From an optimization exercise on the open Yosys and OpenROAD flow, aimed at small area, a short achievable clock period and few clock cycles; shortcuts taken in it are not production practice.
The RTL was checked by simulation tests, not by an equivalence proof against the original design.

==> design/flow/design.v <==
module addition_fp (Sum, InA, InB, valid_in, valid_out);
	input [31:0] InA, InB;
	input valid_in;
	output [31:0] Sum;
	output valid_out;
	reg [7:0] Exponent, Exponent_A, Exponent_B, Exponent_A_Out, Exponent_B_Out;
	reg  Sign_A, Sign_B, Sign, S, Temp;
	reg [23:0] Fraction_A,  Fraction_B, Fraction, Fraction_A_Out, Fraction_B_Out;
	reg [24:0] Result_Fraction, Fraction_Temp;
	reg [7:0] Ex_Difference;
always @ (*) begin
	begin
		Sign_A = InA[31];
		Sign_B = InB[31];
		Exponent_A = InA[30:23];
		Exponent_B = InB[30:23];
		Fraction_A = {1'b1, InA[22:0]};
		Fraction_B = {1'b1, InB[22:0]};
		Ex_Difference = 8'd0;
		if (Exponent_A == Exponent_B)
		begin
			Exponent_A_Out = Exponent_A + 8'd1;
			Exponent_B_Out = Exponent_B + 8'd1;
			Fraction_A_Out = Fraction_A;
			Fraction_B_Out = Fraction_B;
			S = 1'b1;
		end
		else if (Exponent_A > Exponent_B)
		begin
			Ex_Difference = Exponent_A - Exponent_B; 
			Exponent_A_Out = Exponent_A + 8'd1;
			Exponent_B_Out = Exponent_A + 8'd1;
			Fraction_A_Out = Fraction_A;
			Fraction_B_Out = Fraction_B >> Ex_Difference;
			S = 1'b1;
		end
		else
		begin
			Ex_Difference = Exponent_B - Exponent_A;
			Exponent_A_Out = Exponent_B + 8'd1;
			Exponent_B_Out = Exponent_B + 8'd1;
			Fraction_A_Out = Fraction_B;
			Fraction_B_Out = Fraction_A >> Ex_Difference;
			S = 1'b0;
		end
		if (Sign_A ^ Sign_B)
			Result_Fraction = Fraction_A_Out - Fraction_B_Out;
		else
			Result_Fraction = Fraction_A_Out + Fraction_B_Out;
		Temp = Sign_A ^ Sign_B;
		Sign = S ? (Sign_A ^ (Result_Fraction[24] & Temp)) : (Sign_B ^ (Result_Fraction[24] & Temp));
		Fraction_Temp = (Result_Fraction[24] & Temp) ? (~Result_Fraction + 25'd1) : Result_Fraction;
	end
end
	wire [23:0] Norm_Fraction [0:24];
	wire [7:0] Norm_Exponent [0:24];
	assign Norm_Fraction[0] = Fraction_Temp[24:1];
	assign Norm_Exponent[0] = Exponent_A_Out;
	genvar n;
	generate
		for (n = 0; n < 24; n = n + 1) begin: norm_stage
			assign Norm_Fraction[n+1] = Norm_Fraction[n][23] ? Norm_Fraction[n] : (Norm_Fraction[n] << 1'b1);
			assign Norm_Exponent[n+1] = Norm_Fraction[n][23] ? Norm_Exponent[n] : (Norm_Exponent[n] - 8'd1);
		end
	endgenerate
	always @ (*) begin
		Fraction = Norm_Fraction[24];
		Exponent = Norm_Exponent[24];
	end
	assign valid_out = valid_in;
	assign Sum = ((InA == 32'd0 && InB == 32'd0 || InA == 32'h80000000 && InB == 32'd0 ||InB == 32'h80000000 && InA == 32'd80000000 ||InB == 32'h80000000 && InA == 32'd0 ) ? 32'd0 :{Sign, Exponent, Fraction[22:0]});
endmodule
module multiple_fp (Out, InA, InB, valid_in, valid_out);
	input [31:0] InA, InB;
	input valid_in;
	output [31:0] Out;
	output valid_out;
	wire Sign;
	wire [7:0] Exponent_A, Exponent_B, Exponent, Exponent_Temp;
	wire [23:0] Fraction_A, Fraction_B;
	wire [47:0] Fraction_Temp;
	wire [22:0] Fraction;
	assign Sign = InA[31] ^ InB[31];
	assign Exponent_A = InA[30:23];
	assign Exponent_B = InB[30:23];
	assign Fraction_A = {1'b1, InA[22:0]};
	assign Fraction_B = {1'b1, InB[22:0]};
	assign Exponent_Temp = (Exponent_A - 8'd127) + (Exponent_B - 8'd127) + 8'd127;
	assign Fraction_Temp = Fraction_A * Fraction_B;
	Normalize N(Fraction, Exponent, Fraction_Temp, Exponent_Temp, valid_in, valid_out);
	assign Out = (InA == 32'd0 || InB == 32'd0) ? 32'd0 : {Sign, Exponent, Fraction};
endmodule
module Normalize(Fraction, Exponent, Fraction_Temp, Exponent_Temp, valid_in, valid_out);
	input valid_in;
	input [47:0] Fraction_Temp;
	input [7:0] Exponent_Temp;
	output reg [22:0] Fraction;
	output reg [7:0] Exponent;
	output valid_out;
	always @ (*)
	begin
		begin
			if (Fraction_Temp[47])
			begin
				Exponent = Exponent_Temp + 8'd1;
				Fraction = Fraction_Temp[46:24];
			end
			else
			begin
				Exponent = Exponent_Temp;
				Fraction = Fraction_Temp[45:23];
			end
		end
	end
	assign valid_out = valid_in;
endmodule
module fifo_padding_image 
	#(	parameter DATA_WIDTH = 32,
		parameter IMAGE_WIDTH = 4)
	(	clk,
		rst_n,
		i_valid,
		i_data,
		o_data,
		o_valid
	);
localparam IMAGE_OUT_WIDTH = IMAGE_WIDTH + 2;
input 								clk;
input 								rst_n;
input 								i_valid;
input 		[DATA_WIDTH-1:0]	i_data;
output reg 	[DATA_WIDTH-1:0] 	o_data;
output reg 							o_valid;
reg 		[DATA_WIDTH-1:0] 	ram_in 	[0:IMAGE_WIDTH*3-1];
integer col;
integer row;
integer i;
integer pixel_count;
integer mem_count;
always @(posedge clk or negedge rst_n) begin
	if (!rst_n) begin
		for (i=0; i<IMAGE_WIDTH*3; i=i+1) begin
			ram_in[i] = 'd0;
		end
		col = 0;
		row = 0;
		pixel_count = -1;
		mem_count = 0;
		o_data <= 'd0;
		o_valid <= 1'b0;
	end
	else begin
		if (i_valid) begin
			ram_in[mem_count] = i_data;
			mem_count = mem_count + 1;
		end
		if (mem_count == 1) begin
			if (pixel_count < 0) begin
				pixel_count = 0;
			end
		end
		if (pixel_count < IMAGE_OUT_WIDTH**2 && pixel_count >= 0) begin
			if (row < IMAGE_OUT_WIDTH+1) begin
				if (col < IMAGE_OUT_WIDTH) begin
					col = col + 1;
				end
				else begin
					col = 1;
					row = row + 1;
				end
			end
			if (col == 1 || col == IMAGE_OUT_WIDTH || row == 0 || row == IMAGE_OUT_WIDTH) begin	
				o_data <= 'd0;
			end
			else begin
				if (mem_count > 0) begin
					o_data <= ram_in[0];
					for (i=0; i<IMAGE_WIDTH*3-1; i=i+1) begin
						ram_in[i] = ram_in[i+1];
					end
					mem_count = mem_count - 1;
				end
			end
			pixel_count = pixel_count + 1;
			o_valid <= 1'b1;
		end
		else begin
			row = 0;
			col = 0;
			pixel_count = -1;
			o_valid <= 0;
		end
	end
end
endmodule
module lines_buffer_conv 
	#(	parameter DATA_WIDTH = 32,
		parameter IMAGE_WIDTH = 4)
	(	clk,
		rst_n,
		i_valid,
		i_data,
		o_data_0,
		o_data_1,
		o_data_2,
		o_data_3,
		o_data_4,
		o_data_5,
		o_data_6,
		o_data_7,
		o_data_8,
		o_valid
	);
input 							clk;
input 							rst_n;
input 							i_valid;
input 	[DATA_WIDTH-1:0] 	i_data;
output 	[DATA_WIDTH-1:0] 	o_data_0;
output 	[DATA_WIDTH-1:0] 	o_data_1;
output 	[DATA_WIDTH-1:0] 	o_data_2;
output 	[DATA_WIDTH-1:0] 	o_data_3;
output  	[DATA_WIDTH-1:0] 	o_data_4;
output  	[DATA_WIDTH-1:0] 	o_data_5;
output  	[DATA_WIDTH-1:0] 	o_data_6;
output  	[DATA_WIDTH-1:0] 	o_data_7;
output  	[DATA_WIDTH-1:0] 	o_data_8;
output reg						o_valid;
reg [DATA_WIDTH-1:0] register [0:2*IMAGE_WIDTH+2];
integer row;  
integer col;  
integer count;
always @(posedge clk or negedge rst_n) begin
	if (!rst_n) begin	
		for (count=0; count<2*IMAGE_WIDTH+3; count=count+1) begin
			register[count] = 32'd0;
		end
		row = 1;
		col = 0;
		o_valid <= 1'b0;
	end
	else begin
		if (i_valid) begin
			if (col < IMAGE_WIDTH) begin
				col = col + 1;
			end
			else begin
				if (row < IMAGE_WIDTH) begin
					row = row + 1;
					col = 1;
				end
				else begin
					row = 1;
					col = 1;
				end
			end
			for (count=2*IMAGE_WIDTH+2; count>0; count=count-1) begin
				register[count] = register[count-1];
			end
			register[0] = i_data;
			if (col >= 3 && row >=3) begin
				if (col <= IMAGE_WIDTH) begin
					o_valid <= 1;
				end
			end
			else begin
				o_valid <= 0;
			end
		end
		else o_valid <= 0;
	end
end
assign o_data_0 = register[IMAGE_WIDTH*2+2];
assign o_data_1 = register[IMAGE_WIDTH*2+1];
assign o_data_2 = register[IMAGE_WIDTH*2+0];
assign o_data_3 = register[IMAGE_WIDTH+2];
assign o_data_4 = register[IMAGE_WIDTH+1];
assign o_data_5 = register[IMAGE_WIDTH+0];
assign o_data_6 = register[2];
assign o_data_7 = register[1];
assign o_data_8 = register[0];
endmodule
module conv3x3_2D
	#(	parameter DATA_WIDTH = 32,
		parameter IMAGE_WIDTH = 5)
	(	clk,
		rst_n,
		i_valid,
		i_data,
		i_kernel,
		o_data,
		o_valid
	);
input 								clk;
input 								rst_n;
input 								i_valid;
input 	[DATA_WIDTH-1:0] 		i_data;
input 	[DATA_WIDTH*9-1:0] 	i_kernel;
output 	[DATA_WIDTH-1:0] 		o_data;
output 								o_valid;	
wire 		[DATA_WIDTH-1:0]		data_fifo_out;
wire 		[DATA_WIDTH-1:0] 		kernel 	[0:8];
wire 		[DATA_WIDTH-1:0] 		data 	[0:8];
wire 		[DATA_WIDTH-1:0] 		data_out_temp;
wire 		[DATA_WIDTH-1:0] 		mul [0:8];
wire 		[DATA_WIDTH-1:0] 		sum [0:6];
wire valid_fifo_out, load_data_done;
wire mul_done[0:8];
wire add1_done [0:3];
wire add2_done [0:1];
wire add3_done, add4_done;
wire add1_valid, add2_valid, add3_valid, add4_valid;
assign kernel[0] = i_kernel[DATA_WIDTH*1-1:DATA_WIDTH*0];
assign kernel[1] = i_kernel[DATA_WIDTH*2-1:DATA_WIDTH*1];
assign kernel[2] = i_kernel[DATA_WIDTH*3-1:DATA_WIDTH*2];
assign kernel[3] = i_kernel[DATA_WIDTH*4-1:DATA_WIDTH*3];
assign kernel[4] = i_kernel[DATA_WIDTH*5-1:DATA_WIDTH*4];
assign kernel[5] = i_kernel[DATA_WIDTH*6-1:DATA_WIDTH*5];
assign kernel[6] = i_kernel[DATA_WIDTH*7-1:DATA_WIDTH*6];
assign kernel[7] = i_kernel[DATA_WIDTH*8-1:DATA_WIDTH*7];
assign kernel[8] = i_kernel[DATA_WIDTH*9-1:DATA_WIDTH*8];
fifo_padding_image 
	#(	.DATA_WIDTH(DATA_WIDTH),
		.IMAGE_WIDTH(IMAGE_WIDTH))
	fifo_padding
	(	.clk(clk),
		.rst_n(rst_n),
		.i_valid(i_valid),
		.i_data(i_data),
		.o_data(data_fifo_out),
		.o_valid(valid_fifo_out)
	);
lines_buffer_conv 
		#(	.DATA_WIDTH(DATA_WIDTH),
			.IMAGE_WIDTH(IMAGE_WIDTH+2))
	LinesBuffer
		(	.clk(clk), 
			.rst_n(rst_n), 
			.i_valid(valid_fifo_out), 
			.i_data(data_fifo_out), 
			.o_data_0(data[0]),
			.o_data_1(data[1]),
			.o_data_2(data[2]),
			.o_data_3(data[3]),
			.o_data_4(data[4]),
			.o_data_5(data[5]),
			.o_data_6(data[6]),
			.o_data_7(data[7]),
			.o_data_8(data[8]),
			.o_valid(load_data_done)
		);
assign add1_valid = mul_done[0] & mul_done[1] & mul_done[2] & mul_done[3] & mul_done[4] & mul_done[5] & mul_done[6] & mul_done[7] & mul_done[8];
assign add2_valid = add1_done[0] & add1_done[1] & add1_done[2] & add1_done[3];
assign add3_valid = add2_done[0] & add2_done[1];
assign add4_valid = add3_done;
genvar i;
generate 
	for (i=0; i<9; i=i+1) begin: mul_generate
		multiple_fp muls (mul[i], kernel[i], data[i], load_data_done, mul_done[i]);
	end 
endgenerate
generate 
	for (i=0; i<4; i=i+1) begin: add1_generate
		addition_fp adds1 (sum[i], mul[7-i], mul[i], add1_valid, add1_done[i]);
	end
endgenerate
generate 
	for (i=0; i<2; i=i+1) begin: add2_generate
		addition_fp adds2 (sum[i+4], sum[3-i], sum[i], add2_valid, add2_done[i]);
	end
endgenerate
addition_fp adds3 (sum[6], sum[5], sum[4], add3_valid, add3_done);
addition_fp adds4 (data_out_temp, sum[6], mul[8], add4_valid, add4_done);
assign o_valid = add4_done;
assign o_data = data_out_temp;
endmodule 
==> design/flow/run.sh <==
#!/bin/bash
# synth_recipe.tcl (not shown) runs the flow's synth.tcl, then flattens the netlist and writes it again
# the make line also repeats each setting of config.mk as NAME=value (left out here)
make -C /OpenROAD-flow-scripts/flow DESIGN_CONFIG=/design/flow/config.mk WORK_HOME=/design/flow/orfs CLKGATE_MAP_FILE= SYNTH_SCRIPT=/design/flow/synth_recipe.tcl finish
==> design/flow/config.mk <==
export PLATFORM = sky130hd
export DESIGN_NAME = conv3x3_2D
export DESIGN_NICKNAME = conv3x3_2D
export VERILOG_FILES = /design/flow/design.v
export SDC_FILE = /design/flow/constraint.sdc
export NUM_CORES = 8
export LEC_CHECK = 0
export CAP_MARGIN = 20
export CORE_MARGIN = 2
export CORE_UTILIZATION = 40
export SLEW_MARGIN = 20
==> design/flow/constraint.sdc <==
create_clock -name core_clock -period 180.0 [get_ports {clk}]
set_input_delay 36.0000 -clock core_clock [delete_from_list [all_inputs] [get_ports {clk}]]
set_output_delay 36.0000 -clock core_clock [all_outputs]
set_load 0.01 [all_outputs]
==> key figures <==
Run status
  • Outcome: complete, no violations

Logic synthesis
  • Ranking of synthesized cells by area: fa_1, dfrtp_1, ha_1, inv_1, nand2_1
  • EDFF count, synth: 0
  • YS warnings: 7
  • Top-area cell type share of the netlist area: between 20% and 30%
  • Fraction of registers with async set/reset: 100%
  • Synth Area in Simple Gates: between 20% and 30%
  • Sequential element share of the synthesized area: under 10%
  • Seq cells post-synth: about 1.3k
  • Xor and xnor fraction of the mapped netlist area: around 5.6%
  • Post-Syn Area: roughly 360,000 µm²
  • Synthesized Nets: between 50k and 60k
  • Synth Area in Compound Gates: 17.2%
  • Mux cell area share after synthesis: roughly 4.6%
  • Adder-Cell Fraction of Synth Area: approximately 32%
  • Syn Inst Count: around 44k
  • Synth unique cells: 229
  • Ys flop type: dfrtp_1
  • Mapped Avg Cell Area: between 8 and 9 µm²
  • Largest area contributor in the netlist: fa_1
  • Largest family of logic cells by synthesized area: adder cells

Critical path
  • WS Path Type: input port to output pin
  • Worst Path Max Fanout: 50
  • Worst r2r src: fifo_padding.mem_count[0]
  • CP endpoint kind: output pin
  • Reg-to-Reg End: fifo_padding.mem_count[26]
  • CP required: 144.00 ns
  • Slowest stage cell on the critical path: xor2_1
  • Flop2flop setup slack: between 150 and 200 ns
  • Most used cell, CP: ha_1
  • Cell count of the worst reg-to-reg path: 37
  • Max incr delay on CP: 0.77 ns
  • Arrival time worst endpoint: ~140 ns
  • Crit path launch type: input port

Floorplan
  • Horiz. Die Dim: roughly 950 µm
  • IO Pins: approximately 360
  • Total Die Area: between 800,000 and 900,000 µm²
  • Die height: around 950 µm
  • Area of the core: between 800,000 and 900,000 µm²
  • Starting Density: between 40% and 50%
  • FP Rows: about 350

Clocking
  • CTS Sinks: 1,250
  • Postcts setup bufs: 0
  • H-tree lvl count: 4
  • CTS Buffer Depth: 4
  • Clock transition at path regs: 0.06 ns
  • Skew-Pair Late Insertion Delay: approximately 1.1 ns
  • Clock root buffer: clkbuf_16
  • TritonCTS clock tree: built
  • CTS buffer count: 158

Finish
  • Nets: slightly above 50k
  • Synthesis-to-finish area growth: 6.02%
  • Layout cell share with drive strength beyond 1: 8.30%

Run
  • MaxCap Viol Count: 0

STA
  • Hold Violations, Final: 0
  • Period utilization: between 90% and 100%
  • Max Fclk: roughly 5.8 MHz
  • Worst Hold Slack: roughly 0.43 ns
  • Setup total negative slack: 0 ns
  • Worst-margin pin slew: roughly 1.3 ns
  • Final min period: around 170 ns
  • Worst slew margin: between 10 and 15%
  • Endpoints failing setup: 0
  • Final Max Slew Viols: 0
  • Unrepaired setup endpoints after global routing: no
  • Worst Clk Skew: between 0.15 and 0.2 ns

Detailed routing
  • Vias per std cell: ~6
  • DR pass1 iterations: 12
  • Routed Antenna Nets: 0
  • Wirelength per Cell: 27.5 µm
  • Detailed-route DRC error count: 0
  • Via count: around 340k
  • Routed WL: roughly 1500 mm
  • DR iter-0 viols: between 30k and 40k

Placement
  • Dpl hpwl: between 1000 and 1500 mm
  • GP Congestion: 1.02
  • I/O Buffers: roughly 360

GRT
  • Overall Global Routing Usage: between 30% and 40%
  • First-pass GRT wire length: around 2300 mm
  • Largest net degree at the start of global routing: 157
  • Gr ovfl total: 0
  • Vias in the first global route: between 300k and 400k
  • Antenna violations before repair: 158

Hold path
  • Hold Crit Depth: 2
  • Worst Hold Launch: fifo_padding.ram_in[4][19]
  • Worst hold path class: register to register
  • WHS Endpoint: fifo_padding.ram_in[3][19]
flip-flops by register name (all words and copies together) (netlist names):
register	cells
fifo_padding.row	32
LinesBuffer.col	32
fifo_padding.o_valid	1
fifo_padding.pixel_count	32
LinesBuffer.o_valid	1
fifo_padding.o_data	32
fifo_padding.ram_in	480
LinesBuffer.register	544
fifo_padding.mem_count	32
LinesBuffer.row	32
fifo_padding.col	32
cell usage after synthesis (389+ instances only):
cell	count
nand3_1	1046
a21oi_1	1767
a31oi_1	395
xor2_1	688
a211oi_1	389
nor4_1	447
xnor2_1	1320
ha_1	2148
mux2_2	717
nand4_1	475
inv_1	5992
fa_1	4362
dfrtp_1	1217
nand2_1	5581
o21ai_0	1553
nor3_1	904
nor2_1	2983
clkbuf_1	1872
and2_1	2225
mux2i_1	672
metal layers:
metal,vias up,wire length (µm),global-route usage (%)
met3,3237,122000,5.45
met2,15600,684000,52.6
met5,-,471,0
met4,69,91900,16.2
li1,149000,-,-
met1,171000,631000,43.6
worst max-delay path by stage:
stage                  startpoint    endpoint  cells after the start
finish               i_kernel[72]  o_data[30]                    436
global route         i_kernel[72]  o_data[30]                    435
CTS                  i_kernel[72]  o_data[30]                    435
detailed placement   i_kernel[72]  o_data[30]                    435
global placement     i_kernel[72]  o_data[30]                    437
floorplan           i_kernel[116]  o_data[30]                    460
through the flow:
step                setup slack (ns)  instances  instance area (µm²)  utilization (%)
detailed placement              7.51      55200               372000             41.9
global placement                7.58      55200               372000             41.9
global route                   0.252      55600               378000             42.6
CTS                             6.93      55500               378000             42.5
floorplan                      21.95      44400               357000                -
finish                          6.86      55600               378000             42.6
cells by family (layout without fill, tap and decap cells):
logic type,count (synthesis),count (layout)
AOI/OAI and AO/OA,8663,8663
xor gates and xnor gates,2128,2128
DFF,1250,1250
adders and majority gates,6535,6535
muxes,1484,1484
buffers and inverters,8474,7749
and+or+nand+nor,15900,15900
other,0,129
area by class of cell:
class | count | area, µm²
Timing Repair Buffer | 1410 | 11400
Tap cell | 11800 | 14800
Antenna cell | 129 | 323
Inverter | 6051 | 22700
Sequential cell | 1250 | 31300
Fill cell | 90200 | 510000
Clock buffer | 213 | 4490
Multi-Input combinational cell | 34700 | 292000
Clock inverter | 75 | 986
cells in the final DEF, fill, tap and decap left out, types with 150 or more instances in the layout:
master,instances
xor2_1,673
o21a_1,225
o21ai_0,1543
fa_1,4362
or3_1,272
nor4_1,433
clkdlybuf4s50_1,338
nand2_1,5580
a31oi_1,393
a222oi_1,358
and2_1,2225
and3_1,350
a211oi_1,389
nand2b_1,223
mux2_2,717
xnor2_1,1300
buf_4,1052
mux2i_1,666
o211ai_1,350
o31ai_1,245
o21bai_1,165
clkbuf_16,160
nor2b_1,161
nor3_1,896
o22ai_1,352
nor2_1,2966
dfrtp_1,1204
o21ai_1,192
a22oi_1,150
ha_1,2145
nand4_1,475
nand3_1,1046
inv_1,5992
a21oi_1,1756
a21o_1,278
repair_timing:
item / in CTS / in global routing
resized for setup: 0 / 4
hold buffers: 0 / 0
endpoints found under the setup margin: 0 / 4
worst max-delay path: cells and delay by family:
kind / cells / cell delay, ns
AOI/OAI and AO/OA: 111 / 24.09
xor gates and xnor gates: 36 / 10.13
adders and majority gates: 83 / 26.56
buffers and inverters: 36 / 5.66
muxes: 24 / 6.33
and+or+nand+nor: 146 / 28.13
Testbench counts, summed over its fixed seeds: cycles 40,800.

-- static timing again, ports no longer ideal --
The results above use ideal ports. As a check the final layout listed here was re-extracted and re-timed, cells and wires unchanged. Step 1: set_driving_cell puts a clkbuf_16 on clk and a buf_2 on each other input, an assumption about the parent block. Step 2 moves the port delays by t, midway between the first and last clock arrival at a register: inputs arrive t later, outputs are due t later. That takes back most of the time a late clock gives input paths. Slacks: ideal ports / drivers / drivers and shift; pairs: ideal ports / drivers.
t (ns): 1.081
slack for setup (ns): 6.862 / 6.785 / 6.785
worst setup path after step 2: input to output
pins driven straight from the clock port: 1
After both steps setup and hold are still met in this run. The setup slack of this run moves by -0.077 ns with the drivers and by -0.077 ns with both steps.
